This design comes from an exercise in tuning for small area and a short achievable clock period on the open sky130 flow, not from production work.
In this exercise RTL edits were held to simulation tests only and were not proved equivalent to the original.
Power and IR drop assume default switching activity.

--- flow/config.mk ---
export PLATFORM = sky130hd
export DESIGN_NAME = reduce_prime2r
export DESIGN_NICKNAME = reduce_prime2r
export VERILOG_FILES = /design/flow/design.v
export SDC_FILE = /design/flow/constraint.sdc
export NUM_CORES = 4
export LEC_CHECK = 0
export CAP_MARGIN = 20
export CORE_MARGIN = 2
export CORE_UTILIZATION = 60
export CTS_BUF_LIST = sky130_fd_sc_hd__clkbuf_4 sky130_fd_sc_hd__clkbuf_8
export PLACE_DENSITY = 0.75
export SETUP_SLACK_MARGIN = 2.9
export SLEW_MARGIN = 20
export SYNTH_HIERARCHICAL = 1
--- flow/design.v ---
module reduce_prime2r(
    input               clk,rst_n,
    input [69:0]        c,
    output reg [24:0]   res
    );
  wire n1;
  wire n2;
  wire n3;
  wire n4;
  wire n5;
  wire n6;
  wire n7;
  wire n8;
  wire n9;
  wire n10;
  wire n11;
  wire n12;
  wire n13;
  wire n14;
  wire n15;
  wire n16;
  wire n17;
  wire n18;
  wire n19;
  wire n20;
  wire n21;
  wire n22;
  wire n23;
  wire n24;
  wire n25;
  wire n26;
  wire n27;
  wire n28;
  wire n29;
  wire n30;
  wire n31;
  wire n32;
  wire n33;
  wire n34;
  wire n35;
  wire n36;
  wire n37;
  wire n38;
  wire n39;
  wire n40;
  wire n41;
  wire n42;
  wire n43;
  wire n44;
  wire n45;
  wire n46;
  wire n47;
  wire n48;
  wire n49;
  wire n50;
  wire n51;
  wire n52;
  wire n53;
  wire n54;
  wire n55;
  wire n56;
  wire n57;
  wire n58;
  wire n59;
  wire n60;
  wire n61;
  wire n62;
  wire n63;
  wire n64;
  wire n65;
  wire n66;
  wire n67;
  wire n68;
  wire n69;
  wire n70;
  wire n71;
  wire n72;
  wire n73;
  wire n74;
  wire n75;
  wire n76;
  wire n77;
  wire n78;
  wire n79;
  wire n80;
  wire n81;
  wire n82;
  wire n83;
  wire n84;
  wire n85;
  wire n86;
  wire n87;
  wire n88;
  wire n89;
  wire n90;
  wire n91;
  wire n92;
  wire n93;
  wire n94;
  wire n95;
  wire n96;
  wire n97;
  wire n98;
  wire n99;
  wire n100;
  wire n101;
  wire n102;
  wire n103;
  wire n104;
  wire n105;
  wire n106;
  wire n107;
  wire n108;
  wire n109;
  wire n110;
  wire n111;
  wire n112;
  wire n113;
  wire n114;
  wire n115;
  wire n116;
  wire n117;
  wire n118;
  wire n119;
  wire n120;
  wire n121;
  wire n122;
  wire n123;
  wire n124;
  wire n125;
  wire n126;
  wire n127;
  wire n128;
  wire n129;
  wire n130;
  wire n131;
  wire n132;
  wire n133;
  wire n134;
  wire n135;
  wire n136;
  wire n137;
  wire n138;
  wire n139;
  wire n140;
  wire n141;
  wire n142;
  wire n143;
  wire n144;
  wire n145;
  wire n146;
  wire n147;
  wire n148;
  wire n149;
  wire n150;
  wire n151;
  wire n152;
  wire n153;
  wire n154;
  wire n155;
  wire n156;
  wire n157;
  wire n158;
  wire n159;
  wire n160;
  wire n161;
  wire n162;
  wire n163;
  wire n164;
  wire n165;
  wire n166;
  wire n167;
  wire n168;
  wire n169;
  wire n170;
  wire n171;
  wire n172;
  wire n173;
  wire n174;
  wire n175;
  wire n176;
  wire n177;
  wire n178;
  wire n179;
  wire n180;
  wire n181;
  wire n182;
  wire n183;
  wire n184;
  wire n185;
  wire n186;
  wire n187;
  wire n188;
  wire n189;
  wire n190;
  wire n191;
  wire n192;
  wire n193;
  wire n194;
  wire n195;
  wire n196;
  wire n197;
  wire n198;
  wire n199;
  wire n200;
  wire n201;
  wire n202;
  wire n203;
  wire n204;
  wire n205;
  wire n206;
  wire n207;
  wire n208;
  wire n209;
  wire n210;
  wire n211;
  wire n212;
  wire n213;
  wire n214;
  wire n215;
  wire n216;
  wire n217;
  wire n218;
  wire n219;
  wire n220;
  wire n221;
  wire n222;
  wire n223;
  wire n224;
  wire n225;
  wire n226;
  wire n227;
  wire n228;
  wire n229;
  wire n230;
  wire n231;
  wire n232;
  wire n233;
  wire n234;
  wire n235;
  wire n236;
  wire n237;
  wire n238;
  wire n239;
  wire n240;
  wire n241;
  wire n242;
  wire n243;
  wire n244;
  wire n245;
  wire n246;
  wire n247;
  wire n248;
  wire n249;
  wire n250;
  wire n251;
  wire n252;
  wire n253;
  wire n254;
  wire n255;
  wire n256;
  wire n257;
  wire n258;
  wire n259;
  wire n260;
  wire n261;
  wire n262;
  wire n263;
  wire n264;
  wire n265;
  wire n266;
  wire n267;
  wire n268;
  wire n269;
  wire n270;
  wire n271;
  wire n272;
  wire n273;
  wire n274;
  wire n275;
  wire n276;
  wire n277;
  wire n278;
  wire n279;
  wire n280;
  wire n281;
  wire n282;
  wire n283;
  wire n284;
  wire n285;
  wire n286;
  wire n287;
  wire n288;
  wire n289;
  wire n290;
  wire n291;
  wire n292;
  wire n293;
  wire n294;
  wire n295;
  wire n296;
  wire n297;
  wire n298;
  wire n299;
  wire n300;
  wire n301;
  wire n302;
  wire n303;
  wire n304;
  wire n305;
  wire n306;
  wire n307;
  wire n308;
  wire n309;
  wire n310;
  wire n311;
  wire n312;
  wire n313;
  wire n314;
  assign n1 = ~c[30];
  fa_cell u_fa1 (.a(c[6]), .b(c[24]), .c(n1), .s(n2), .co(n3));
  assign n4 = ~c[31];
  fa_cell u_fa2 (.a(c[7]), .b(c[25]), .c(n4), .s(n5), .co(n6));
  assign n7 = ~c[32];
  fa_cell u_fa3 (.a(c[8]), .b(c[26]), .c(n7), .s(n8), .co(n9));
  assign n10 = ~c[33];
  fa_cell u_fa4 (.a(c[9]), .b(c[27]), .c(n10), .s(n11), .co(n12));
  assign n13 = ~c[34];
  fa_cell u_fa5 (.a(c[10]), .b(c[28]), .c(n13), .s(n14), .co(n15));
  assign n16 = ~c[35];
  fa_cell u_fa6 (.a(c[11]), .b(c[29]), .c(n16), .s(n17), .co(n18));
  assign n19 = ~c[36];
  fa_cell u_fa7 (.a(c[12]), .b(c[30]), .c(n19), .s(n20), .co(n21));
  assign n22 = ~c[37];
  fa_cell u_fa8 (.a(c[13]), .b(c[31]), .c(n22), .s(n23), .co(n24));
  assign n25 = ~c[38];
  fa_cell u_fa9 (.a(c[14]), .b(c[32]), .c(n25), .s(n26), .co(n27));
  assign n28 = ~c[39];
  fa_cell u_fa10 (.a(c[15]), .b(c[33]), .c(n28), .s(n29), .co(n30));
  assign n31 = ~c[40];
  fa_cell u_fa11 (.a(c[16]), .b(c[34]), .c(n31), .s(n32), .co(n33));
  assign n34 = ~c[41];
  fa_cell u_fa12 (.a(c[17]), .b(c[35]), .c(n34), .s(n35), .co(n36));
  assign n37 = ~c[42];
  fa_cell u_fa13 (.a(c[18]), .b(c[36]), .c(n37), .s(n38), .co(n39));
  assign n40 = ~c[43];
  fa_cell u_fa14 (.a(c[19]), .b(c[37]), .c(n40), .s(n41), .co(n42));
  assign n43 = ~c[44];
  fa_cell u_fa15 (.a(c[20]), .b(c[38]), .c(n43), .s(n44), .co(n45));
  assign n46 = ~c[45];
  fa_cell u_fa16 (.a(c[21]), .b(c[39]), .c(n46), .s(n47), .co(n48));
  assign n49 = ~c[46];
  fa_cell u_fa17 (.a(c[22]), .b(c[40]), .c(n49), .s(n50), .co(n51));
  assign n52 = ~c[47];
  fa_cell u_fa18 (.a(c[23]), .b(c[41]), .c(n52), .s(n53), .co(n54));
  assign n55 = c[0] ^ c[24];
  assign n56 = c[0] & ~c[24];
  assign n57 = ~c[48];
  fa_cell u_fa19 (.a(n57), .b(c[42]), .c(n55), .s(n58), .co(n59));
  assign n60 = ~c[25];
  fa_cell u_fa20 (.a(c[1]), .b(n60), .c(c[49]), .s(n61), .co(n62));
  fa_cell u_fa21 (.a(n40), .b(n56), .c(n61), .s(n63), .co(n64));
  assign n65 = ~c[26];
  fa_cell u_fa22 (.a(c[2]), .b(n65), .c(c[50]), .s(n66), .co(n67));
  fa_cell u_fa23 (.a(n43), .b(n62), .c(n66), .s(n68), .co(n69));
  assign n70 = ~c[27];
  fa_cell u_fa24 (.a(c[3]), .b(n70), .c(c[51]), .s(n71), .co(n72));
  fa_cell u_fa25 (.a(n46), .b(n67), .c(n71), .s(n73), .co(n74));
  assign n75 = ~c[28];
  fa_cell u_fa26 (.a(c[4]), .b(n75), .c(c[52]), .s(n76), .co(n77));
  fa_cell u_fa27 (.a(n49), .b(n72), .c(n76), .s(n78), .co(n79));
  assign n80 = ~c[29];
  fa_cell u_fa28 (.a(c[5]), .b(n80), .c(c[53]), .s(n81), .co(n82));
  fa_cell u_fa29 (.a(n52), .b(n77), .c(n81), .s(n83), .co(n84));
  assign n85 = c[54] ^ c[42];
  assign n86 = c[54] | c[42];
  fa_cell u_fa30 (.a(n2), .b(n54), .c(n82), .s(n87), .co(n88));
  assign n89 = ~n85;
  fa_cell u_fa31 (.a(n89), .b(n87), .c(n84), .s(n90), .co(n91));
  fa_cell u_fa32 (.a(n57), .b(c[55]), .c(c[43]), .s(n92), .co(n93));
  fa_cell u_fa33 (.a(n86), .b(n5), .c(n3), .s(n94), .co(n95));
  fa_cell u_fa34 (.a(n92), .b(n88), .c(n94), .s(n96), .co(n97));
  assign n98 = ~c[49];
  fa_cell u_fa35 (.a(n98), .b(c[56]), .c(c[44]), .s(n99), .co(n100));
  fa_cell u_fa36 (.a(n8), .b(n6), .c(n93), .s(n101), .co(n102));
  fa_cell u_fa37 (.a(n99), .b(n95), .c(n101), .s(n103), .co(n104));
  assign n105 = ~c[50];
  fa_cell u_fa38 (.a(n105), .b(c[57]), .c(c[45]), .s(n106), .co(n107));
  fa_cell u_fa39 (.a(n11), .b(n9), .c(n100), .s(n108), .co(n109));
  fa_cell u_fa40 (.a(n106), .b(n102), .c(n108), .s(n110), .co(n111));
  assign n112 = ~c[51];
  fa_cell u_fa41 (.a(n112), .b(c[58]), .c(c[46]), .s(n113), .co(n114));
  fa_cell u_fa42 (.a(n14), .b(n12), .c(n107), .s(n115), .co(n116));
  fa_cell u_fa43 (.a(n113), .b(n109), .c(n115), .s(n117), .co(n118));
  assign n119 = ~c[52];
  fa_cell u_fa44 (.a(n119), .b(c[59]), .c(c[47]), .s(n120), .co(n121));
  fa_cell u_fa45 (.a(n17), .b(n15), .c(n114), .s(n122), .co(n123));
  fa_cell u_fa46 (.a(n120), .b(n116), .c(n122), .s(n124), .co(n125));
  assign n126 = ~c[53];
  fa_cell u_fa47 (.a(c[48]), .b(n126), .c(c[60]), .s(n127), .co(n128));
  fa_cell u_fa48 (.a(n20), .b(n18), .c(n121), .s(n129), .co(n130));
  fa_cell u_fa49 (.a(n127), .b(n123), .c(n129), .s(n131), .co(n132));
  assign n133 = ~c[54];
  fa_cell u_fa50 (.a(c[49]), .b(n133), .c(c[61]), .s(n134), .co(n135));
  fa_cell u_fa51 (.a(n23), .b(n21), .c(n128), .s(n136), .co(n137));
  fa_cell u_fa52 (.a(n134), .b(n130), .c(n136), .s(n138), .co(n139));
  assign n140 = ~c[55];
  fa_cell u_fa53 (.a(c[50]), .b(n140), .c(c[62]), .s(n141), .co(n142));
  fa_cell u_fa54 (.a(n26), .b(n24), .c(n135), .s(n143), .co(n144));
  fa_cell u_fa55 (.a(n141), .b(n137), .c(n143), .s(n145), .co(n146));
  assign n147 = ~c[56];
  fa_cell u_fa56 (.a(c[51]), .b(n147), .c(c[63]), .s(n148), .co(n149));
  fa_cell u_fa57 (.a(n29), .b(n27), .c(n142), .s(n150), .co(n151));
  fa_cell u_fa58 (.a(n148), .b(n144), .c(n150), .s(n152), .co(n153));
  assign n154 = ~c[57];
  fa_cell u_fa59 (.a(c[52]), .b(n154), .c(c[64]), .s(n155), .co(n156));
  fa_cell u_fa60 (.a(n32), .b(n30), .c(n149), .s(n157), .co(n158));
  fa_cell u_fa61 (.a(n155), .b(n151), .c(n157), .s(n159), .co(n160));
  assign n161 = ~c[58];
  fa_cell u_fa62 (.a(c[53]), .b(n161), .c(c[65]), .s(n162), .co(n163));
  fa_cell u_fa63 (.a(n35), .b(n33), .c(n156), .s(n164), .co(n165));
  fa_cell u_fa64 (.a(n162), .b(n158), .c(n164), .s(n166), .co(n167));
  assign n168 = ~c[59];
  fa_cell u_fa65 (.a(c[54]), .b(n168), .c(c[66]), .s(n169), .co(n170));
  fa_cell u_fa66 (.a(n38), .b(n36), .c(n163), .s(n171), .co(n172));
  fa_cell u_fa67 (.a(n169), .b(n165), .c(n171), .s(n173), .co(n174));
  assign n175 = ~c[60];
  fa_cell u_fa68 (.a(c[55]), .b(n175), .c(c[67]), .s(n176), .co(n177));
  fa_cell u_fa69 (.a(n41), .b(n39), .c(n170), .s(n178), .co(n179));
  fa_cell u_fa70 (.a(n176), .b(n172), .c(n178), .s(n180), .co(n181));
  assign n182 = ~c[61];
  fa_cell u_fa71 (.a(c[56]), .b(n182), .c(c[68]), .s(n183), .co(n184));
  fa_cell u_fa72 (.a(n44), .b(n42), .c(n177), .s(n185), .co(n186));
  fa_cell u_fa73 (.a(n183), .b(n179), .c(n185), .s(n187), .co(n188));
  assign n189 = ~c[62];
  fa_cell u_fa74 (.a(c[57]), .b(n189), .c(c[69]), .s(n190), .co(n191));
  fa_cell u_fa75 (.a(n47), .b(n45), .c(n184), .s(n192), .co(n193));
  fa_cell u_fa76 (.a(n190), .b(n186), .c(n192), .s(n194), .co(n195));
  assign n196 = c[58] ^ c[63];
  assign n197 = c[58] & ~c[63];
  fa_cell u_fa77 (.a(n50), .b(n48), .c(n191), .s(n198), .co(n199));
  assign n200 = ~n196;
  fa_cell u_fa78 (.a(n200), .b(n193), .c(n198), .s(n201), .co(n202));
  assign n203 = c[59] ^ c[64];
  assign n204 = c[59] & ~c[64];
  fa_cell u_fa79 (.a(n197), .b(n53), .c(n51), .s(n205), .co(n206));
  assign n207 = ~n203;
  fa_cell u_fa80 (.a(n207), .b(n199), .c(n205), .s(n208), .co(n209));
  assign n210 = c[60] ^ c[65];
  assign n211 = n210;
  assign n212 = n204 ^ n211;
  assign n213 = n212 ^ n206;
  assign n214 = c[0] | ~c[24];
  gpn_cell u_gp1 (.a(c[1]), .b(~c[25]), .ng(n215), .nt(n216));
  gpn_cell u_gp2 (.a(c[2]), .b(~c[26]), .ng(n217), .nt(n218));
  gpn_cell u_gp3 (.a(c[3]), .b(~c[27]), .ng(n219), .nt(n220));
  gpn_cell u_gp4 (.a(c[4]), .b(~c[28]), .ng(n221), .nt(n222));
  gpn_cell u_gp5 (.a(c[5]), .b(~c[29]), .ng(n223), .nt(n224));
  gpn_cell u_gp7 (.a(n5), .b(n3), .ng(n225), .nt(n226));
  gpn_cell u_gp8 (.a(n8), .b(n6), .ng(n227), .nt(n228));
  gpn_cell u_gp9 (.a(n11), .b(n9), .ng(n229), .nt(n230));
  gpn_cell u_gp10 (.a(n14), .b(n12), .ng(n231), .nt(n232));
  gpn_cell u_gp11 (.a(n17), .b(n15), .ng(n233), .nt(n234));
  gpn_cell u_gp12 (.a(n20), .b(n18), .ng(n235), .nt(n236));
  gpn_cell u_gp13 (.a(n23), .b(n21), .ng(n237), .nt(n238));
  gpn_cell u_gp14 (.a(n26), .b(n24), .ng(n239), .nt(n240));
  gpn_cell u_gp15 (.a(n29), .b(n27), .ng(n241), .nt(n242));
  gpn_cell u_gp16 (.a(n32), .b(n30), .ng(n243), .nt(n244));
  gpn_cell u_gp17 (.a(n35), .b(n33), .ng(n245), .nt(n246));
  gpn_cell u_gp18 (.a(n38), .b(n36), .ng(n247), .nt(n248));
  gpn_cell u_gp19 (.a(n41), .b(n39), .ng(n249), .nt(n250));
  gpn_cell u_gp20 (.a(n44), .b(n42), .ng(n251), .nt(n252));
  gpn_cell u_gp21 (.a(n47), .b(n45), .ng(n253), .nt(n254));
  gpn_cell u_gp22 (.a(n50), .b(n48), .ng(n255), .nt(n256));
  gpn_cell u_gp23 (.a(n53), .b(n51), .ng(n257), .nt(n258));
  assign n259 = ~n215 | (~n216 & n214);
  assign n260 = ~n216 & 1'b1;
  assign n261 = ~n219 | (~n220 & ~n217);
  assign n262 = ~n220 & ~n218;
  assign n263 = ~n223 | (~n224 & ~n221);
  assign n264 = ~n224 & ~n222;
  assign n265 = ~n217 | (~n218 & n259);
  assign n266 = ~n218 & n260;
  assign n267 = n261 | (n262 & n259);
  assign n268 = n262 & n260;
  assign n269 = ~n221 | (~n222 & n267);
  assign n270 = ~n222 & n268;
  assign n271 = n263 | (n264 & n267);
  assign n272 = n264 & n268;
  assign n273 = ~n225 | (~n226 & 1'b0);
  assign n274 = ~n226 & n2;
  assign n275 = ~n229 | (~n230 & ~n227);
  assign n276 = ~n230 & ~n228;
  assign n277 = ~n233 | (~n234 & ~n231);
  assign n278 = ~n234 & ~n232;
  assign n279 = ~n227 | (~n228 & n273);
  assign n280 = ~n228 & n274;
  assign n281 = n275 | (n276 & n273);
  assign n282 = n276 & n274;
  assign n283 = ~n231 | (~n232 & n281);
  assign n284 = ~n232 & n282;
  assign n285 = n277 | (n278 & n281);
  assign n286 = n278 & n282;
  assign n287 = ~n237 | (~n238 & ~n235);
  assign n288 = ~n238 & ~n236;
  assign n289 = ~n241 | (~n242 & ~n239);
  assign n290 = ~n242 & ~n240;
  assign n291 = ~n245 | (~n246 & ~n243);
  assign n292 = ~n246 & ~n244;
  assign n293 = ~n239 | (~n240 & n287);
  assign n294 = ~n240 & n288;
  assign n295 = n289 | (n290 & n287);
  assign n296 = n290 & n288;
  assign n297 = ~n243 | (~n244 & n295);
  assign n298 = ~n244 & n296;
  assign n299 = n291 | (n292 & n295);
  assign n300 = n292 & n296;
  assign n301 = ~n249 | (~n250 & ~n247);
  assign n302 = ~n250 & ~n248;
  assign n303 = ~n253 | (~n254 & ~n251);
  assign n304 = ~n254 & ~n252;
  assign n305 = ~n257 | (~n258 & ~n255);
  assign n306 = ~n258 & ~n256;
  assign n307 = ~n251 | (~n252 & n301);
  assign n308 = ~n252 & n302;
  assign n309 = n303 | (n304 & n301);
  assign n310 = n304 & n302;
  assign n311 = ~n255 | (~n256 & n309);
  assign n312 = ~n256 & n310;
  assign n313 = n305 | (n306 & n309);
  assign n314 = n306 & n310;
  wire [24:0] wa = {n209, n202, n195, n188, n181, n174, n167, n160, n153, n146, n139, n132, n125, n118, n111, n104, n97, n91, n90, n79, n74, n69, n64, n59, n54};
  wire [24:0] wb = {n213, n208, n201, n194, n187, n180, n173, n166, n159, n152, n145, n138, n131, n124, n117, n110, n103, n96, 1'b0, n83, n78, n73, n68, n63, n58};
  wire wdg0 = n271;
  wire wdg1 = n285;
  wire wdp1 = n286;
  wire wdg2 = n299;
  wire wdp2 = n300;
  wire wdg3 = n313;
  wire wdp3 = n314;
  reg [24:0] ra, rb;
  reg rdg0, rdg1, rdp1, rdg2, rdp2, rdg3, rdp3;
  always @(posedge clk) begin
    ra <= wa; rb <= wb; rdg0 <= wdg0; rdg1 <= wdg1; rdp1 <= wdp1; rdg2 <= wdg2; rdp2 <= wdp2; rdg3 <= wdg3; rdp3 <= wdp3;
  end
  wire m1;
  wire m2;
  wire m3;
  wire m4;
  wire m5;
  wire m6;
  wire m7;
  wire m8;
  wire m9;
  wire m10;
  wire m11;
  wire m12;
  wire m13;
  wire m14;
  wire m15;
  wire m16;
  wire m17;
  wire m18;
  wire m19;
  wire m20;
  wire m21;
  wire m22;
  wire m23;
  wire m24;
  wire m25;
  wire m26;
  wire m27;
  wire m28;
  wire m29;
  wire m30;
  wire m31;
  wire m32;
  wire m33;
  wire m34;
  wire m35;
  wire m36;
  wire m37;
  wire m38;
  wire m39;
  wire m40;
  wire m41;
  wire m42;
  wire m43;
  wire m44;
  wire m45;
  wire m46;
  wire m47;
  wire m48;
  wire m49;
  wire m50;
  wire m51;
  wire m52;
  wire m53;
  wire m54;
  wire m55;
  wire m56;
  wire m57;
  wire m58;
  wire m59;
  wire m60;
  wire m61;
  wire m62;
  wire m63;
  wire m64;
  wire m65;
  wire m66;
  wire m67;
  wire m68;
  wire m69;
  wire m70;
  wire m71;
  wire m72;
  wire m73;
  wire m74;
  wire m75;
  wire m76;
  wire m77;
  wire m78;
  wire m79;
  wire m80;
  wire m81;
  wire m82;
  wire m83;
  wire m84;
  wire m85;
  wire m86;
  wire m87;
  wire m88;
  wire m89;
  wire m90;
  wire m91;
  wire m92;
  wire m93;
  wire m94;
  wire m95;
  wire m96;
  wire m97;
  wire m98;
  wire m99;
  wire m100;
  wire m101;
  wire m102;
  wire m103;
  wire m104;
  wire m105;
  wire m106;
  wire m107;
  wire m108;
  wire m109;
  wire m110;
  wire m111;
  wire m112;
  wire m113;
  wire m114;
  wire m115;
  wire m116;
  wire m117;
  wire m118;
  wire m119;
  wire m120;
  wire m121;
  wire m122;
  wire m123;
  wire m124;
  wire m125;
  wire m126;
  wire m127;
  wire m128;
  wire m129;
  wire m130;
  wire m131;
  wire m132;
  wire m133;
  wire m134;
  wire m135;
  wire m136;
  wire m137;
  wire m138;
  wire m139;
  wire m140;
  wire m141;
  wire m142;
  wire m143;
  wire m144;
  wire m145;
  wire m146;
  wire m147;
  wire m148;
  wire m149;
  wire m150;
  wire m151;
  wire m152;
  wire m153;
  wire m154;
  wire m155;
  wire m156;
  wire m157;
  wire m158;
  wire m159;
  wire m160;
  wire m161;
  wire m162;
  wire m163;
  wire m164;
  wire m165;
  wire m166;
  assign m1 = (rdg3 | (rdp3 & (rdg2 | (rdp2 & (rdg1 | (rdp1 & rdg0))))));
  assign m2 = ~ra[0] ^ ~rb[0];
  assign m3 = ~ra[0] & ~rb[0];
  assign m4 = ~ra[1] ^ rb[1];
  assign m5 = ~ra[1] & rb[1];
  assign m6 = ra[2] ^ rb[2];
  assign m7 = ra[2] & rb[2];
  assign m8 = ra[3] ^ rb[3];
  assign m9 = ra[3] & rb[3];
  assign m10 = ra[4] ^ rb[4];
  assign m11 = ra[4] & rb[4];
  assign m12 = ra[5] ^ rb[5];
  assign m13 = ra[5] & rb[5];
  assign m14 = ra[7] ^ rb[7];
  assign m15 = ra[7] & rb[7];
  assign m16 = ra[8] ^ rb[8];
  assign m17 = ra[8] & rb[8];
  assign m18 = ra[9] ^ rb[9];
  assign m19 = ra[9] & rb[9];
  assign m20 = ra[10] ^ rb[10];
  assign m21 = ra[10] & rb[10];
  assign m22 = ra[11] ^ rb[11];
  assign m23 = ra[11] & rb[11];
  assign m24 = ra[12] ^ rb[12];
  assign m25 = ra[12] & rb[12];
  assign m26 = ra[13] ^ rb[13];
  assign m27 = ra[13] & rb[13];
  assign m28 = ra[14] ^ rb[14];
  assign m29 = ra[14] & rb[14];
  assign m30 = ra[15] ^ rb[15];
  assign m31 = ra[15] & rb[15];
  assign m32 = ra[16] ^ rb[16];
  assign m33 = ra[16] & rb[16];
  assign m34 = ra[17] ^ rb[17];
  assign m35 = ra[17] & rb[17];
  assign m36 = ra[18] ^ rb[18];
  assign m37 = ra[18] & rb[18];
  assign m38 = ra[19] ^ rb[19];
  assign m39 = ra[19] & rb[19];
  assign m40 = ra[20] ^ rb[20];
  assign m41 = ra[20] & rb[20];
  assign m42 = ra[21] ^ rb[21];
  assign m43 = ra[21] & rb[21];
  assign m44 = ra[22] ^ rb[22];
  assign m45 = ra[22] & rb[22];
  assign m46 = ra[23] ^ rb[23];
  assign m47 = ra[23] & rb[23];
  assign m48 = m5 | (m4 & m3);
  assign m49 = m4 & m2;
  assign m50 = m9 | (m8 & m7);
  assign m51 = m8 & m6;
  assign m52 = m13 | (m12 & m11);
  assign m53 = m12 & m10;
  assign m54 = m7 | (m6 & m48);
  assign m55 = m6 & m49;
  assign m56 = m50 | (m51 & m48);
  assign m57 = m51 & m49;
  assign m58 = m11 | (m10 & m56);
  assign m59 = m10 & m57;
  assign m60 = m52 | (m53 & m56);
  assign m61 = m53 & m57;
  assign m62 = m3 | (m2 & ~m1);
  assign m63 = m48 | (m49 & ~m1);
  assign m64 = m54 | (m55 & ~m1);
  assign m65 = m56 | (m57 & ~m1);
  assign m66 = m58 | (m59 & ~m1);
  assign m67 = m60 | (m61 & ~m1);
  assign m68 = ra[6] | m60;
  assign m69 = ra[6] & (m60 | m61);
  assign m70 = m1 ? m68 : m69;
  assign m71 = m17 | (m16 & m15);
  assign m72 = m16 & m14;
  assign m73 = m21 | (m20 & m19);
  assign m74 = m20 & m18;
  assign m75 = m25 | (m24 & m23);
  assign m76 = m24 & m22;
  assign m77 = m29 | (m28 & m27);
  assign m78 = m28 & m26;
  assign m79 = m33 | (m32 & m31);
  assign m80 = m32 & m30;
  assign m81 = m37 | (m36 & m35);
  assign m82 = m36 & m34;
  assign m83 = m41 | (m40 & m39);
  assign m84 = m40 & m38;
  assign m85 = m45 | (m44 & m43);
  assign m86 = m44 & m42;
  assign m87 = m73 | (m74 & m71);
  assign m88 = m74 & m72;
  assign m89 = m77 | (m78 & m75);
  assign m90 = m78 & m76;
  assign m91 = m81 | (m82 & m79);
  assign m92 = m82 & m80;
  assign m93 = m85 | (m86 & m83);
  assign m94 = m86 & m84;
  assign m95 = m89 | (m90 & m87);
  assign m96 = m90 & m88;
  assign m97 = m93 | (m94 & m91);
  assign m98 = m94 & m92;
  assign m99 = m97 | (m98 & m95);
  assign m100 = m98 & m96;
  assign m101 = m91 | (m92 & m95);
  assign m102 = m92 & m96;
  assign m103 = m75 | (m76 & m87);
  assign m104 = m76 & m88;
  assign m105 = m79 | (m80 & m95);
  assign m106 = m80 & m96;
  assign m107 = m83 | (m84 & m101);
  assign m108 = m84 & m102;
  assign m109 = m19 | (m18 & m71);
  assign m110 = m18 & m72;
  assign m111 = m23 | (m22 & m87);
  assign m112 = m22 & m88;
  assign m113 = m27 | (m26 & m103);
  assign m114 = m26 & m104;
  assign m115 = m31 | (m30 & m95);
  assign m116 = m30 & m96;
  assign m117 = m35 | (m34 & m105);
  assign m118 = m34 & m106;
  assign m119 = m39 | (m38 & m101);
  assign m120 = m38 & m102;
  assign m121 = m43 | (m42 & m107);
  assign m122 = m42 & m108;
  assign m123 = m47 | (m46 & m99);
  assign m124 = m46 & m100;
  assign m125 = m15 | (m14 & m70);
  assign m126 = m71 | (m72 & m70);
  assign m127 = m109 | (m110 & m70);
  assign m128 = m87 | (m88 & m70);
  assign m129 = m111 | (m112 & m70);
  assign m130 = m103 | (m104 & m70);
  assign m131 = m113 | (m114 & m70);
  assign m132 = m95 | (m96 & m70);
  assign m133 = m115 | (m116 & m70);
  assign m134 = m105 | (m106 & m70);
  assign m135 = m117 | (m118 & m70);
  assign m136 = m101 | (m102 & m70);
  assign m137 = m119 | (m120 & m70);
  assign m138 = m107 | (m108 & m70);
  assign m139 = m121 | (m122 & m70);
  assign m140 = m99 | (m100 & m70);
  assign m141 = m123 | (m124 & m70);
  assign m142 = m2 ^ ~m1;
  assign m143 = m4 ^ m62;
  assign m144 = m6 ^ m63;
  assign m145 = m8 ^ m64;
  assign m146 = m10 ^ m65;
  assign m147 = m12 ^ m66;
  assign m148 = ra[6] ^ m1 ^ m67;
  assign m149 = m14 ^ m70;
  assign m150 = m16 ^ m125;
  assign m151 = m18 ^ m126;
  assign m152 = m20 ^ m127;
  assign m153 = m22 ^ m128;
  assign m154 = m24 ^ m129;
  assign m155 = m26 ^ m130;
  assign m156 = m28 ^ m131;
  assign m157 = m30 ^ m132;
  assign m158 = m32 ^ m133;
  assign m159 = m34 ^ m134;
  assign m160 = m36 ^ m135;
  assign m161 = m38 ^ m136;
  assign m162 = m40 ^ m137;
  assign m163 = m42 ^ m138;
  assign m164 = m44 ^ m139;
  assign m165 = m46 ^ m140;
  assign m166 = ra[24] ^ rb[24] ^ m1 ^ m141;
  wire [24:0] sum = {m166, m165, m164, m163, m162, m161, m160, m159, m158, m157, m156, m155, m154, m153, m152, m151, m150, m149, m148, m147, m146, m145, m144, m143, m142};
  always @(posedge clk or negedge rst_n)
    if (!rst_n) res <= 25'd0;
    else res <= sum;
endmodule
module fa_cell(input a, b, c, output s, co);
  assign s = a ^ b ^ c;
  assign co = (a & b) | (a & c) | (b & c);
endmodule
module gpn_cell(input a, b, output ng, nt);
  assign ng = ~(a & b);
  assign nt = ~(a | b);
endmodule
--- flow/standard.sh ---
#!/bin/bash
# synth_recipe.tcl (not shown) runs the flow's synth.tcl, then flattens the netlist and writes it again
# the make line also repeats each setting of config.mk as NAME=value (left out here)
make -C /OpenROAD-flow-scripts/flow DESIGN_CONFIG=/design/flow/config.mk WORK_HOME=/design/flow/orfs CLKGATE_MAP_FILE= SYNTH_SCRIPT=/design/flow/synth_recipe.tcl "${@:-finish}"
--- flow/constraint.sdc ---
create_clock -name core_clock -period 5.3 [get_ports {clk}]
set_input_delay 1.0600 -clock core_clock [delete_from_list [all_inputs] [get_ports {clk}]]
set_output_delay 1.0600 -clock core_clock [all_outputs]
set_load 0.01 [all_outputs]
--- flow/flow/run.sh ---
#!/bin/bash
set -euo pipefail
export BUFFER_PORTS_ARGS="-buffer_cell sky130_fd_sc_hd__buf_1"
bash standard.sh > standard_flow.log 2>&1
==> results of run 1 <==
-- synthesized netlist by cell type, drive strengths merged (3+ instances only) --
cell type and n:
a21o 8, nor2b 6, a31oi 3, o21ai 12, dfrtp 25, o21a 3, nor2 35, dfxtp 56
a21oi 22, inv 54, fa 82, nand2b 4, nand2 31, xnor2 18, o21bai 3, nor3 6
xor2 9, ha 28
-- repair_timing --
item,CTS,global route
pin swaps,29,48
gates resized for setup,91,86
buffers inserted,16,9
endpoints found under the setup margin,41,38
-- modules after synthesis (local to each module, per instance) --
module          copies in the design  area, um2
reduce_prime2r                     1       3230
fa_cell                           80       20.0
gpn_cell                          22       7.51
-- layout make-up --
class | instances | area [um2] | share of cell area (%)
inverter | 54 | 228 | 3.53
sequential | 81 | 1750 | 27.1
tap | 105 | 131 | 2.04
clock buffer | 11 | 139 | 2.15
clock inverter | 5 | 81.3 | 1.26
multi-input combinational | 291 | 3350 | 51.9
timing repair buffer | 122 | 772 | 12.0
-- where the power goes --
group | switching [uW] | internal (uW) | leakage (uW)
registers | 96.2 | 881 | 0.000763
logic | 875 | 765 | 0.00190
clock network | 221 | 276 | 0.000110
total | 1190 | 1920 | 0.00278
-- worst paths after layout --
kind	from	end	slack, ns	cells after the start
worst min register to register	ra[6]	res[6]	0.51	2
worst max-delay path	c[41]	rb[17]	2.77	5
max in group asynchronous	rst_n	res[15]	4.39	2
min in group asynchronous	rst_n	res[18]	0.67	2
worst max register to register	ra[3]	res[12]	2.92	9
worst min-delay path	ra[6]	res[6]	0.51	2
-- kinds of logic after synthesis --
kind of cell,Yosys count,synth area share [%]
AOI/OAI and AO/OA,61,7.94
and+or+nand+nor,93,8.49
xor gates and xnor gates,27,4.73
adders and majority gates,110,39.8
DFF,81,34.9
buffers and inverters,54,4.05
-- critical path: cells and delay by family --
family	cells	cell delay (ns)
buffers and inverters	2	0.11
adder cells (fa/ha/maj)	3	1.58
-- stage by stage --
stage | util (%) | hold WS, ns | total power, uW | cells
2_1_floorplan | - | 0.467 | 1990 | 426
6_report | 79.3 | 0.510 | 3120 | 669
3_3_place_gp | 68.3 | 0.486 | 2320 | 628
3_5_place_dp | 68.3 | 0.489 | 2380 | 628
5_1_grt | 79.3 | 0.542 | 3340 | 669
4_1_cts | 75.0 | 0.499 | 2930 | 660
-- flip-flops by register name, summed over array words and instances (netlist names) --
register,flops
rdg1,1
rdg0,1
res,25
rdp3,1
rdp1,1
rdg3,1
rdg2,1
ra,25
rb,24
rdp2,1
-- per-layer routing --
metal  vias up  wire length [um]  track usage, %
li1       1634                 -               -
met1      1741              4680            36.0
met2       201              6680            49.4
met3        33               927            5.69
met4         0               373            11.0
met5         -                 0               0
==> flow_metrics.py, run 1 <==
metrics = {
    "final_layout": {
        "syn_to_final_growth_pct": 29.0,
        "final_area_mm2": 0.00645,
        "fill_cells": 456,
        "layout.nets": 741,
        "num_antenna_cells": 0,
        "drive_above_1_share_pct": 32.6,
        "final_cell_mix": "buf_1 (53), dfxtp_1 (53), fa_2 (48), inv_1 (35), nor2_1 (35)",
    },
    "synth": {
        "ys_ff_latch": 81,
        "synthesis.nets": 608,
        "synth_seq_area_share_pct": 34.9,
        "syn_avg_cell_area_um2": 11.7,
        "syn_inst": 426,
        "synth_top_area_share_pct": 32.8,
        "synth_flop_cell": "dfxtp_1",
        "ys_warn_count": 7,
        "netlist_area_mm2": 0.00500,
        "synth_edf_count": 0,
        "synth_cell_types": 39,
        "synth_area_leader_cell": "fa_1",
        "synth_area_leaders": "fa_1 (33%), dfxtp_1 (22%), dfrtp_1 (13%)",
        "async_flop_share_pct": 30.9,
    },
    "timing": {
        "maxClockFrequency_mhz": 395,
        "setup_viol": 0,
        "min_period_ns": 2.53,
        "maxSlewHeadroom_pct": 69.1,
        "skew_ns": 0.0136,
        "rsz0062_at_grt": "true",
        "hold_viol": 0,
        "slew_violations": 0,
        "final.setup.tns_ns": 0,
        "final.period_utilization_pct": 47.7,
        "worst_pin_slew_ns": 0.460,
        "final.setup.worst_slack_ns": 2.77,
    },
    "detailed_routing": {
        "ant_nets": 0,
        "via_count": 3609,
        "drcViolationCount": 0,
        "firstDrtPassIters": 6,
        "drt_wl_total_um": 12700,
        "avgViaCountPerCell": 5.39,
        "wire_per_inst_um": 18.9,
        "drt_iter0_drc": 197,
    },
    "grt": {
        "grt_pass1_wl_um": 18800,
        "antenna_found_initial": 0,
        "grt_overflow_total": 0,
        "grt_pass1_vias": 3782,
        "track_usage_pct": 28.7,
        "grt_max_degree": 26,
    },
    "clock_tree": {
        "cts_sinks": 81,
        "clk_path_buf_depth": 2,
        "numCtsBuffers": 9,
        "hold_buffers": 0,
        "cts.clk_slew.worst_paths_ns": 0.08,
        "ctsRootBufferMaster": "clkbuf_8",
        "htree_levels": 3,
        "tritoncts": "yes",
        "clock_latency_ns": 0.35,
    },
    "setup_path": {
        "crit_chain": "buf_8 -> inv_4 -> fa_2 -> fa_1 -> fa_2",
        "crit_type": "in -> reg",
        "startpoint_type": "primary input",
        "cp_common_cell": "fa_2",
        "arrival_ns": 2.75,
        "worstPathMaxFanout": 3,
        "slowest_stage": "fa_1",
        "end_kind": "flop",
        "cp_data_required_time_ns": 5.52,
        "critPathMaxStageDelay_ns": 0.61,
    },
    "pwr": {
        "power_leakage_uw": 0.00278,
        "vdd_drop_max_mv": 0.177,
        "p_per_area_mw_per_mm2": 483,
    },
    "floorplanning": {
        "core-area_mm2": 0.00813,
        "die_w_um": 95.3,
        "rows": 33,
        "initial_core_util_pct": 61.5,
        "io_pins": 97,
        "dieArea_mm2": 0.00908,
        "die_y_um": 95.3,
    },
    "min_path": {
        "holdCritPathClass": "reg -> reg",
    },
    "run": {
        "drv_cap": 0,
    },
    "placed_design": {
        "place_congestion": 0.964,
        "place_ws_ns": 2.26,
        "hpwl_um": 9410,
        "detailed_place.area_mm2": 0.00555,
        "io_buffers": 96,
    },
    "run_status": {
        "status": "finished clean",
    },
}
==> run 2, diff against run 1 <==
--- a/flow/config.mk
+++ b/flow/config.mk
@@ -10,6 +10,6 @@
 export CORE_UTILIZATION = 60
 export CTS_BUF_LIST = sky130_fd_sc_hd__clkbuf_4 sky130_fd_sc_hd__clkbuf_8
 export PLACE_DENSITY = 0.75
-export SETUP_SLACK_MARGIN = 2.9
+export SETUP_SLACK_MARGIN = 2.7
 export SLEW_MARGIN = 20
 export SYNTH_HIERARCHICAL = 1
==> run 2 against run 1 <==
Compared with the run above: still clean; sequential share of layout area up 3.3 points; first-iteration DRC count down 32%; die area did not move; synthesized area stayed put; flip-flop and latch count did not move.
==> flow_metrics.py, run 2 <==
metrics = {
    "clock_tree": {
        "cts_sinks": 81,
        "htree_levels": 3,
        "numCtsBuffers": 9,
        "clk_path_buf_depth": 2,
        "clock_latency_ns": 0.34,
        "cts.clk_slew.worst_paths_ns": 0.08,
        "postCtsSetupBuffers": 0,
        "hold_buffers": 0,
        "tritoncts": "yes",
        "ctsRootBufferMaster": "clkbuf_8",
    },
    "synth": {
        "synth.most_common_cell": "fa_1",
        "synth_flop_cell": "dfxtp_1",
        "synth_common_cells": "fa_1 (82), dfxtp_1 (56), inv_1 (54), nor2_1 (35), nand2_1 (31)",
        "async_flop_share_pct": 30.9,
        "syn_inst": 426,
        "synth_top_area_share_pct": 32.8,
        "synthesis.nets": 608,
        "netlist_area_mm2": 0.00500,
        "synth_seq_area_share_pct": 34.9,
        "synth_area_leaders": "fa_1 (33%), dfxtp_1 (22%), dfrtp_1 (13%)",
        "synth_cell_types": 39,
        "ys_ff_latch": 81,
        "synth_edf_count": 0,
        "synth_area_leader_cell": "fa_1",
        "ys_warn_count": 7,
        "syn_avg_cell_area_um2": 11.7,
    },
    "detailed_routing": {
        "via_count": 3309,
        "wire_per_inst_um": 16.5,
        "top_layer_used": "met4",
        "drt_iter0_drc": 133,
        "wl_met1_um": 4510,
        "ant_nets": 0,
        "avgViaCountPerCell": 5.15,
        "dr_wl_met3_um": 647,
        "drt_wl_total_um": 10600,
        "met2_length_um": 5260,
        "drcViolationCount": 0,
        "firstDrtPassIters": 5,
    },
    "setup_path": {
        "rr_endpoint": "res[24]",
        "arrival_ns": 2.81,
        "crit_type": "in -> reg",
        "cp_data_required_time_ns": 5.52,
        "worstPathMaxFanout": 3,
        "r2r_start": "rb[8]",
        "startpoint_type": "primary input",
        "end_kind": "flop",
        "r2r_cells": 9,
        "rrSetupSlack_ns": 2.83,
    },
    "pwr": {
        "power_leakage_uw": 0.00257,
        "p_per_area_mw_per_mm2": 496,
        "vdd_drop_max_mv": 0.185,
    },
    "final_layout": {
        "final_area_mm2": 0.00575,
        "drive_above_1_share_pct": 9.48,
        "postLayoutCoreUtil_pct": 70.6,
        "num_antenna_cells": 0,
        "top_regs": "ra: 25 flops, res: 25 flops, rb: 24 flops",
        "final_common_cell": "fa_1",
        "layout.nets": 716,
        "syn_to_final_growth_pct": 14.9,
        "final_cell_mix": "fa_1 (80), buf_1 (78), dfxtp_1 (56), inv_1 (48), nor2_1 (35)",
        "fill_cells": 613,
    },
    "floorplanning": {
        "core-area_mm2": 0.00813,
        "dieArea_mm2": 0.00908,
        "die_y_um": 95.3,
        "initial_core_util_pct": 61.5,
        "io_pins": 97,
        "die_w_um": 95.3,
        "rows": 33,
    },
    "grt": {
        "grt_overflow_total": 0,
        "grt_pass1_vias": 3397,
        "antenna_found_initial": 0,
        "track_usage_pct": 25.9,
        "grt_pass1_wl_um": 16800,
        "grt_max_degree": 26,
    },
    "timing": {
        "slew_violations": 0,
        "worst_pin_slew_ns": 0.696,
        "maxClockFrequency_mhz": 386,
        "skew_ns": 0.0155,
        "hold_viol": 0,
        "final.period_utilization_pct": 48.9,
        "maxSlewHeadroom_pct": 53.1,
        "rsz0062_at_grt": "true",
        "final.setup.tns_ns": 0,
        "setup_viol": 0,
        "min_period_ns": 2.59,
    },
    "min_path": {
        "hold_path_end": "res[6]",
        "holdCritPathClass": "reg -> reg",
        "hp-start": "ra[6]",
        "min_path_cells": 2,
    },
    "placed_design": {
        "io_buffers": 96,
        "detailed_place.area_mm2": 0.00550,
        "place_congestion": 0.958,
        "hpwl_um": 9250,
    },
    "run": {
        "drv_cap": 0,
    },
    "run_status": {
        "status": "finished clean",
    },
}
run 2: cell types whose count changed in the layout (fill, tap and decap cells not counted), moves of 8 or more:
cell and change:
buf_1 +25, buf_8 -9, buf_6 -8, buf_4 -31, inv_1 +13, clkbuf_2 +8, fa_2 -46, fa_1 +46
run 2: how the worst max path moves through the flow:
stage,startpoint,endpoint,slack [ns],cells past startpoint
global route,ra[1],res[12],2.66,10
floorplan,c[43],rb[19],2.65,4
global placement,c[50],rb[10],2.27,5
finish,c[60],rb[20],2.71,5
detailed placement,c[50],rb[10],2.25,5
CTS,c[59],rb[19],2.71,5
run 2: modules after synthesis (local to each module, per instance):
| module | cell area [um2] | copies in the design | flip-flops and latches | cells |
|---|---|---|---|---|
| gpn_cell | 7.51 | 22 | 0 | 2 |
| fa_cell | 20.0 | 80 | 0 | 1 |
| reduce_prime2r | 3230 | 1 | 81 | 302 |
run 2: routing by layer:
layer | vias up | track usage (%)
met5 | - | 0
met4 | 0 | 7.13
li1 | 1580 | -
met1 | 1598 | 34.3
met2 | 117 | 43.5
met3 | 14 | 5.22
run 2: kinds of logic (layout without fill, tap and decap cells):
group                      count (synthesis)  count (layout)  synth area share (%)
xor gates and xnor gates                  27              27                  4.73
adders and majority gates                110             110                  39.8
and+or+nand+nor                           93              93                  8.49
buffers and inverters                     54             166                  4.05
DFF                                       81              81                  34.9
AOI/OAI and AO/OA                         61              61                  7.94
run 2: cell type report:
type,count,area [um2],area share (%)
multi-input combinational,291,3060,53.3
sequential,81,1750,30.4
timing repair buffer,97,390,6.79
inverter,54,203,3.53
tap,105,131,2.29
clock buffer,9,124,2.16
clock inverter,6,90.1,1.57
run 2: timing repair:
action / 4_1_cts / 5_1_grt
gates resized for setup: 4 / 17
setup endpoints to repair: 4 / 14
pin swaps: 0 / 3
run 2: worst max-delay path, stage by stage:
cell and delay, ns:
buf_1 0.24, inv_1 0.11, fa_1 0.43, fa_1 0.56, fa_1 0.40
run 2: metrics by stage:
| stage | hold slack, ns | std cells | total power (uW) | setup WS (ns) |
|---|---|---|---|---|
| after global placement | 0.486 | 628 | 2300 | 2.27 |
| after detailed placement | 0.487 | 628 | 2360 | 2.25 |
| after global routing | 0.532 | 643 | 3080 | 2.66 |
| final | 0.501 | 643 | 2850 | 2.71 |
| after floorplan | 0.467 | 426 | 1980 | 2.65 |
| after CTS | 0.498 | 643 | 2860 | 2.71 |
run 2: report_power, final:
part	total, uW	leakage (uW)	switching (uW)	internal (uW)
Combinational	1400	0.00170	778	619
Clock	487	0.000106	222	265
Sequential	964	0.000763	85.5	879
==> run 3, diff against run 2 <==
--- a/flow/config.mk
+++ b/flow/config.mk
@@ -10,6 +10,6 @@
 export CORE_UTILIZATION = 60
 export CTS_BUF_LIST = sky130_fd_sc_hd__clkbuf_4 sky130_fd_sc_hd__clkbuf_8
 export PLACE_DENSITY = 0.75
-export SETUP_SLACK_MARGIN = 2.7
+export SETUP_SLACK_MARGIN = 2.6
 export SLEW_MARGIN = 20
 export SYNTH_HIERARCHICAL = 1
==> run 3 against run 2 <==
Compared with the run above: power is 1.9% higher; final area hardly changed; wire length is 0.50% higher; synthesized cell count stayed put; die area stayed put; core utilization hardly changed; clock skew is 0.0031 ns lower; first-iteration DRC count is 9.0% higher; worst setup slack worse by 0.068 ns; register-to-register slack hardly changed; non-clock buffer count stayed put; critical path type unchanged; critical endpoint is now rb[12]; highest routed layer unchanged.
==> flow_metrics.py, run 3 <==
metrics = {
    "timing": {
        "maxClockFrequency_mhz": 376,
        "maxSlewHeadroom_pct": 63.5,
        "slew_violations": 0,
        "final.setup.tns_ns": 0,
        "final.period_utilization_pct": 50.2,
        "setup_viol": 0,
        "min_period_ns": 2.66,
        "rsz0062_at_grt": "false",
        "hold_viol": 0,
        "skew_ns": 0.0125,
        "worst_pin_slew_ns": 0.542,
        "final.setup.worst_slack_ns": 2.64,
    },
    "setup_path": {
        "cp_common_cell": "fa_1",
        "cp_data_required_time_ns": 5.53,
        "worstPathMaxFanout": 3,
        "r2r_start": "ra[1]",
        "end_kind": "flop",
        "cp.buffers_inverters": 2,
        "crit_type": "in -> reg",
        "r2r_cells": 10,
        "rr_endpoint": "res[12]",
        "rrSetupSlack_ns": 2.84,
        "slowest_stage": "fa_1",
        "crit_chain": "buf_1 -> inv_1 -> fa_1 -> fa_1 -> fa_1",
        "arrival_ns": 2.89,
        "critPathMaxStageDelay_ns": 0.60,
        "startpoint_type": "primary input",
        "cp_top_family": "adder cells",
    },
    "floorplanning": {
        "dieArea_mm2": 0.00908,
        "die_y_um": 95.3,
        "initial_core_util_pct": 61.5,
        "rows": 33,
        "io_pins": 97,
        "core-area_mm2": 0.00813,
        "die_w_um": 95.3,
    },
    "placed_design": {
        "io_buffers": 96,
        "place_ws_ns": 2.29,
        "place_congestion": 0.926,
        "hpwl_um": 9100,
    },
    "clock_tree": {
        "hold_buffers": 0,
        "post_cts_resized": 0,
        "postCtsSetupBuffers": 0,
        "ctsRootBufferMaster": "clkbuf_8",
        "htree_levels": 3,
        "numCtsBuffers": 9,
        "clk_path_buf_depth": 2,
        "tritoncts": "yes",
        "cts.clk_slew.worst_paths_ns": 0.08,
        "clock_latency_ns": 0.35,
        "cts_sinks": 81,
    },
    "synth": {
        "synthesis.nets": 608,
        "synth_xor_area_share_pct": 4.73,
        "synth_common_cells": "fa_1 (82), dfxtp_1 (56), inv_1 (54), nor2_1 (35), nand2_1 (31)",
        "synthAdderAreaFrac_pct": 39.8,
        "synth_cell_types": 39,
        "netlist_area_mm2": 0.00500,
        "synth_seq_area_share_pct": 34.9,
        "synth_edf_count": 0,
        "synth_area_leaders": "fa_1 (33%), dfxtp_1 (22%), dfrtp_1 (13%)",
        "synth-simple-area-share_pct": 8.49,
        "ys_ff_latch": 81,
        "synth_area_leader_cell": "fa_1",
        "synth_top_family_by_area": "adder cells",
        "ys_warn_count": 7,
        "async_flop_share_pct": 30.9,
        "synth.most_common_cell": "fa_1",
        "muxShareOfSynthArea_pct": 0,
        "synth_top_area_share_pct": 32.8,
        "synth_flop_cell": "dfxtp_1",
        "syn_inst": 426,
        "syn_avg_cell_area_um2": 11.7,
        "synth_compound_area_share_pct": 7.93,
    },
    "final_layout": {
        "drive_above_1_share_pct": 4.64,
        "syn_to_final_growth_pct": 14.9,
        "num_antenna_cells": 0,
        "top_regs": "ra: 25 flops, res: 25 flops, rb: 24 flops",
        "multiInputGateArea_mm2": 0.00305,
        "final_cell_mix": "buf_1 (96), fa_1 (82), dfxtp_1 (56), inv_1 (54), nor2_1 (35)",
        "regArea_mm2": 0.00175,
        "fill_cells": 563,
        "layout.nets": 716,
        "final_common_cell": "buf_1",
    },
    "detailed_routing": {
        "wire_per_inst_um": 16.6,
        "drt_iter0_drc": 145,
        "ant_nets": 0,
        "firstDrtPassIters": 4,
        "drcViolationCount": 0,
        "via_count": 3335,
        "drt_wl_total_um": 10700,
        "avgViaCountPerCell": 5.18,
    },
    "min_path": {
        "holdCritPathClass": "reg -> reg",
        "hold_path_end": "res[6]",
        "min_path_cells": 2,
        "hp-start": "ra[6]",
    },
    "pwr": {
        "p_per_area_mw_per_mm2": 505,
        "vdd_drop_max_mv": 0.195,
        "power_leakage_uw": 0.00254,
    },
    "grt": {
        "grt_overflow_total": 0,
        "grt_max_degree": 26,
        "grt_pass1_wl_um": 16800,
        "track_usage_pct": 25.9,
        "antenna_found_initial": 0,
        "grt_pass1_vias": 3492,
    },
    "run_status": {
        "status": "finished clean",
    },
    "run": {
        "drv_cap": 0,
    },
}
-- run 3: modules after synthesis, one instance, submodules excluded --
module	cell area (um2)	times used	flip-flops and latches
fa_cell	20.0	80	0
reduce_prime2r	3230	1	81
gpn_cell	7.51	22	0
-- run 3: cells by family after synthesis --
family	after synthesis
adders and majority gates	110
and+or+nand+nor	93
DFF	81
AOI/OAI and AO/OA	61
buffers and inverters	54
xor gates and xnor gates	27
-- run 3: metrics by stage --
stage | total power, uW | utilization, % | hold slack [ns] | instance area [um2] | instances
final | 2900 | 70.6 | 0.512 | 5740 | 644
after global routing | 3150 | 70.6 | 0.517 | 5740 | 644
after CTS | 2910 | 70.6 | 0.510 | 5740 | 644
after detailed placement | 2350 | 67.6 | 0.498 | 5500 | 628
after global placement | 2300 | 67.6 | 0.504 | 5500 | 628
after floorplan | 1980 | - | 0.467 | 5000 | 426
-- run 3: worst reg2reg max path: stages (launching register included) --
cell,delay (ns)
dfxtp_1,0.32
inv_1,0.04
ha_1,0.34
a21oi_1,0.18
o211ai_1,0.13
a31oi_1,0.29
a21oi_1,0.17
a221oi_1,0.45
o21bai_1,0.15
a21oi_1,0.19
xnor2_1,0.14
-- run 3: layout make-up --
cell class,instances,area share [%]
multi-input combinational,291,53.1
sequential,81,30.4
timing repair buffer,97,6.40
inverter,54,3.53
clock buffer,10,2.29
tap,105,2.29
clock inverter,6,2.00
-- run 3: worst max-delay path by stage --
stage	from	to	cells after the start
floorplan	c[43]	rb[19]	4
global route	c[38]	rb[14]	5
detailed placement	c[36]	rb[12]	5
CTS	c[36]	rb[12]	5
global placement	c[36]	rb[12]	5
finish	c[36]	rb[12]	5
-- run 3: layer usage --
layer	global-route usage [%]	routed length, um	up-vias	part of all wire [%]
met3	4.66	558	22	5.2
met1	33.7	4510	1611	42
met5	0	0	-	0
met4	11.1	343	0	3.2
met2	42.9	5250	125	49
li1	-	-	1577	-
-- run 3: report_power, final --
part	switching, uW	internal, uW
clock network	227	322
logic	776	611
registers	86.9	879
==> run 4, diff against run 3 <==
--- a/flow/config.mk
+++ b/flow/config.mk
@@ -10,6 +10,6 @@
 export CORE_UTILIZATION = 60
 export CTS_BUF_LIST = sky130_fd_sc_hd__clkbuf_4 sky130_fd_sc_hd__clkbuf_8
 export PLACE_DENSITY = 0.75
-export SETUP_SLACK_MARGIN = 2.6
+export SETUP_SLACK_MARGIN = 2.8
 export SLEW_MARGIN = 20
 export SYNTH_HIERARCHICAL = 1
==> run 4 against run 3 <==
Compared with the run above: global-route usage increased by 0.090 points; combinational power rose by 6%; die area did not move; final area is 4.6% higher; first-iteration DRC count rose by 19%; critical path depth unchanged; via count grew 2.1%; clock power down 9.1%; worst hold slack better by 0.012 ns; synthesized cell count stayed put; core utilization increased by 3.3 points; critical endpoint is now rb[16].
==> flow_metrics.py, run 4 <==
metrics = {
    "setup_path": {
        "arrival_ns": 2.79,
        "cp_data_required_time_ns": 5.59,
        "startpoint_type": "primary input",
        "crit_type": "in -> reg",
        "end_kind": "flop",
        "worstPathMaxFanout": 3,
    },
    "timing": {
        "setup_viol": 0,
        "min_period_ns": 2.50,
        "slew_violations": 0,
        "whs_ns": 0.524,
        "hold_viol": 0,
        "maxSlewHeadroom_pct": 54.3,
        "final.setup.tns_ns": 0,
        "skew_ns": 0.00731,
        "maxClockFrequency_mhz": 399,
        "rsz0062_at_grt": "true",
        "worst_pin_slew_ns": 0.678,
        "final.period_utilization_pct": 47.2,
        "final.setup.worst_slack_ns": 2.80,
    },
    "floorplanning": {
        "core-area_mm2": 0.00813,
        "dieArea_mm2": 0.00908,
        "initial_core_util_pct": 61.5,
        "io_pins": 97,
        "die_w_um": 95.3,
        "rows": 33,
        "die_y_um": 95.3,
    },
    "synth": {
        "synth_top_area_share_pct": 32.8,
        "synth_cell_types": 39,
        "syn_avg_cell_area_um2": 11.7,
        "ys_warn_count": 7,
        "synth.most_common_cell": "fa_1",
        "synthesis.nets": 608,
        "synth_flop_cell": "dfxtp_1",
        "syn_inst": 426,
        "ys_ff_latch": 81,
        "synth_area_leader_cell": "fa_1",
        "synth_seq_area_share_pct": 34.9,
        "netlist_area_mm2": 0.00500,
        "synth_edf_count": 0,
        "async_flop_share_pct": 30.9,
        "synth_common_cells": "fa_1 (82), dfxtp_1 (56), inv_1 (54), nor2_1 (35), nand2_1 (31)",
        "synth_area_leaders": "fa_1 (33%), dfxtp_1 (22%), dfrtp_1 (13%)",
    },
    "final_layout": {
        "syn_to_final_growth_pct": 20.3,
        "num_antenna_cells": 0,
        "final_cell_mix": "buf_1 (62), dfxtp_1 (56), fa_1 (45), inv_1 (43), fa_2 (37)",
        "postLayoutCoreUtil_pct": 73.9,
        "fill_cells": 564,
        "top_regs": "ra: 25 flops, res: 25 flops, rb: 24 flops",
        "drive_above_1_share_pct": 22.1,
        "final_area_mm2": 0.00601,
        "layout.nets": 724,
        "final_common_cell": "buf_1",
    },
    "pwr": {
        "p_per_area_mw_per_mm2": 489,
        "power_leakage_uw": 0.00263,
        "vdd_drop_max_mv": 0.180,
    },
    "clock_tree": {
        "htree_levels": 3,
        "hold_buffers": 0,
        "clock_latency_ns": 0.34,
        "tritoncts": "yes",
        "clk_path_buf_depth": 2,
        "cts.clk_slew.worst_paths_ns": 0.08,
        "ctsRootBufferMaster": "clkbuf_8",
        "cts_sinks": 81,
        "numCtsBuffers": 9,
    },
    "detailed_routing": {
        "avgViaCountPerCell": 5.22,
        "ant_nets": 0,
        "drt_iter0_drc": 172,
        "wire_per_inst_um": 16.9,
        "drt_wl_total_um": 11000,
        "firstDrtPassIters": 4,
        "drcViolationCount": 0,
        "via_count": 3406,
    },
    "grt": {
        "grt_max_degree": 26,
        "grt_overflow_total": 0,
        "grt_pass1_wl_um": 17100,
        "track_usage_pct": 26.0,
        "antenna_found_initial": 0,
        "grt_pass1_vias": 3530,
    },
    "placed_design": {
        "io_buffers": 96,
        "place_ws_ns": 2.26,
        "hpwl_um": 9270,
        "detailed_place.area_mm2": 0.00555,
        "place_congestion": 0.988,
    },
    "run": {
        "drv_cap": 0,
    },
    "min_path": {
        "holdCritPathClass": "reg -> reg",
    },
    "run_status": {
        "status": "finished clean",
    },
}
==> run 4: power by group <==
group          total (uW)  leakage (uW)  switching, uW  internal (uW)
combinational        1480       0.00176            800            676
clock                 499      0.000110            222            276
sequential            966      0.000763           86.7            879
total                2940       0.00263           1110           1830
==> run 4: per-layer routing <==
layer | GRT usage (%) | vias up | routed length (um)
met3 | 5.85 | 19 | 651
met2 | 43.4 | 149 | 5540
met1 | 33.9 | 1645 | 4570
li1 | - | 1593 | -
met4 | 8.45 | 0 | 242
met5 | 0 | - | 0
==> run 4: critical path, cell delays in order <==
cell,delay [ns]
buf_1,0.12
inv_1,0.07
fa_1,0.54
fa_1,0.45
fa_2,0.54
==> run 4: Yosys stat by module (local to each module, per instance) <==
module          copies in the design  cells inside  cell area (um2)
gpn_cell                          22             2             7.51
fa_cell                           80             1             20.0
reduce_prime2r                     1           302             3230
==> run 4: cell type report <==
type	count	area (um2)	share of cell area, %
Clock buffer	11	139	2.31
Multi-Input combinational cell	291	3190	53.1
Tap cell	105	131	2.19
Inverter	54	215	3.58
Timing Repair Buffer	105	508	8.45
Sequential cell	81	1750	29.1
Clock inverter	5	81.3	1.35
==> run 4: timing repair <==
action                                  in CTS  in global routing
endpoints found under the setup margin      23                 19
pin swaps                                   14                 16
gates resized for setup                     52                 30
setup buffers                                4                  4
==> run 4: logic make-up after synthesis <==
| kind of cell | after synthesis | synth area share, % |
|---|---|---|
| adder cells (fa/ha/maj) | 110 | 39.8 |
| AND/OR/NAND/NOR | 93 | 8.49 |
| flip-flops | 81 | 34.9 |
| AO/OA/AOI/OAI | 61 | 7.94 |
| buffers and inverters | 54 | 4.05 |
| XOR/XNOR | 27 | 4.73 |
==> run 4: worst paths after layout <==
check / endpoint / slack [ns] / cells after the start / startpoint
worst max-delay path: rb[16] / 2.80 / 5 / c[40]
worst min-delay path: res[6] / 0.52 / 2 / ra[6]
worst max register to register: res[24] / 2.91 / 9 / ra[8]
worst min register to register: res[6] / 0.52 / 2 / ra[6]
max in group asynchronous: res[16] / 4.39 / 2 / rst_n
min in group asynchronous: res[8] / 0.68 / 2 / rst_n
==> run 4: through the flow <==
stage	instances	total power [uW]
final	652	2940
after global routing	652	3180
after CTS	648	2900
after detailed placement	628	2370
after global placement	628	2320
after floorplan	426	1990

-- re-timing with driven ports --
The flow's constraints put no driver on any port. The routed layouts listed below were extracted and timed again, unchanged, in two steps. Step 1 sets driving cells, clkbuf_16 on the clock port and buf_2 on the other inputs (assumed; they add their load-dependent delay and slew). Step 2 also shifts input and output timing later by t, the mid clock arrival at the registers, as if the neighbouring blocks saw the same clock. Three values: ideal, step 1, step 2; two values: the first two.
| run | shift t [ns] | setup WS [ns] | worst slew at a driven data input, ns | pins driven straight from the clock port |
|---|---|---|---|---|
| run 1 | 0.371 | 2.772 / 2.747 / 2.376 | 0.07 | 1 |
| run 2 | 0.370 | 2.710 / 2.722 / 2.352 | 0.04 | 1 |
| run 3 | 0.374 | 2.642 / 2.650 / 2.275 | 0.04 | 1 |
| run 4 | 0.370 | 2.796 / 2.801 / 2.430 | 0.05 | 1 |
After both steps every run listed still meets setup and hold. For run 1, which loses most, drivers alone change the setup slack by -0.025 ns; drivers and shift together by -0.396 ns.
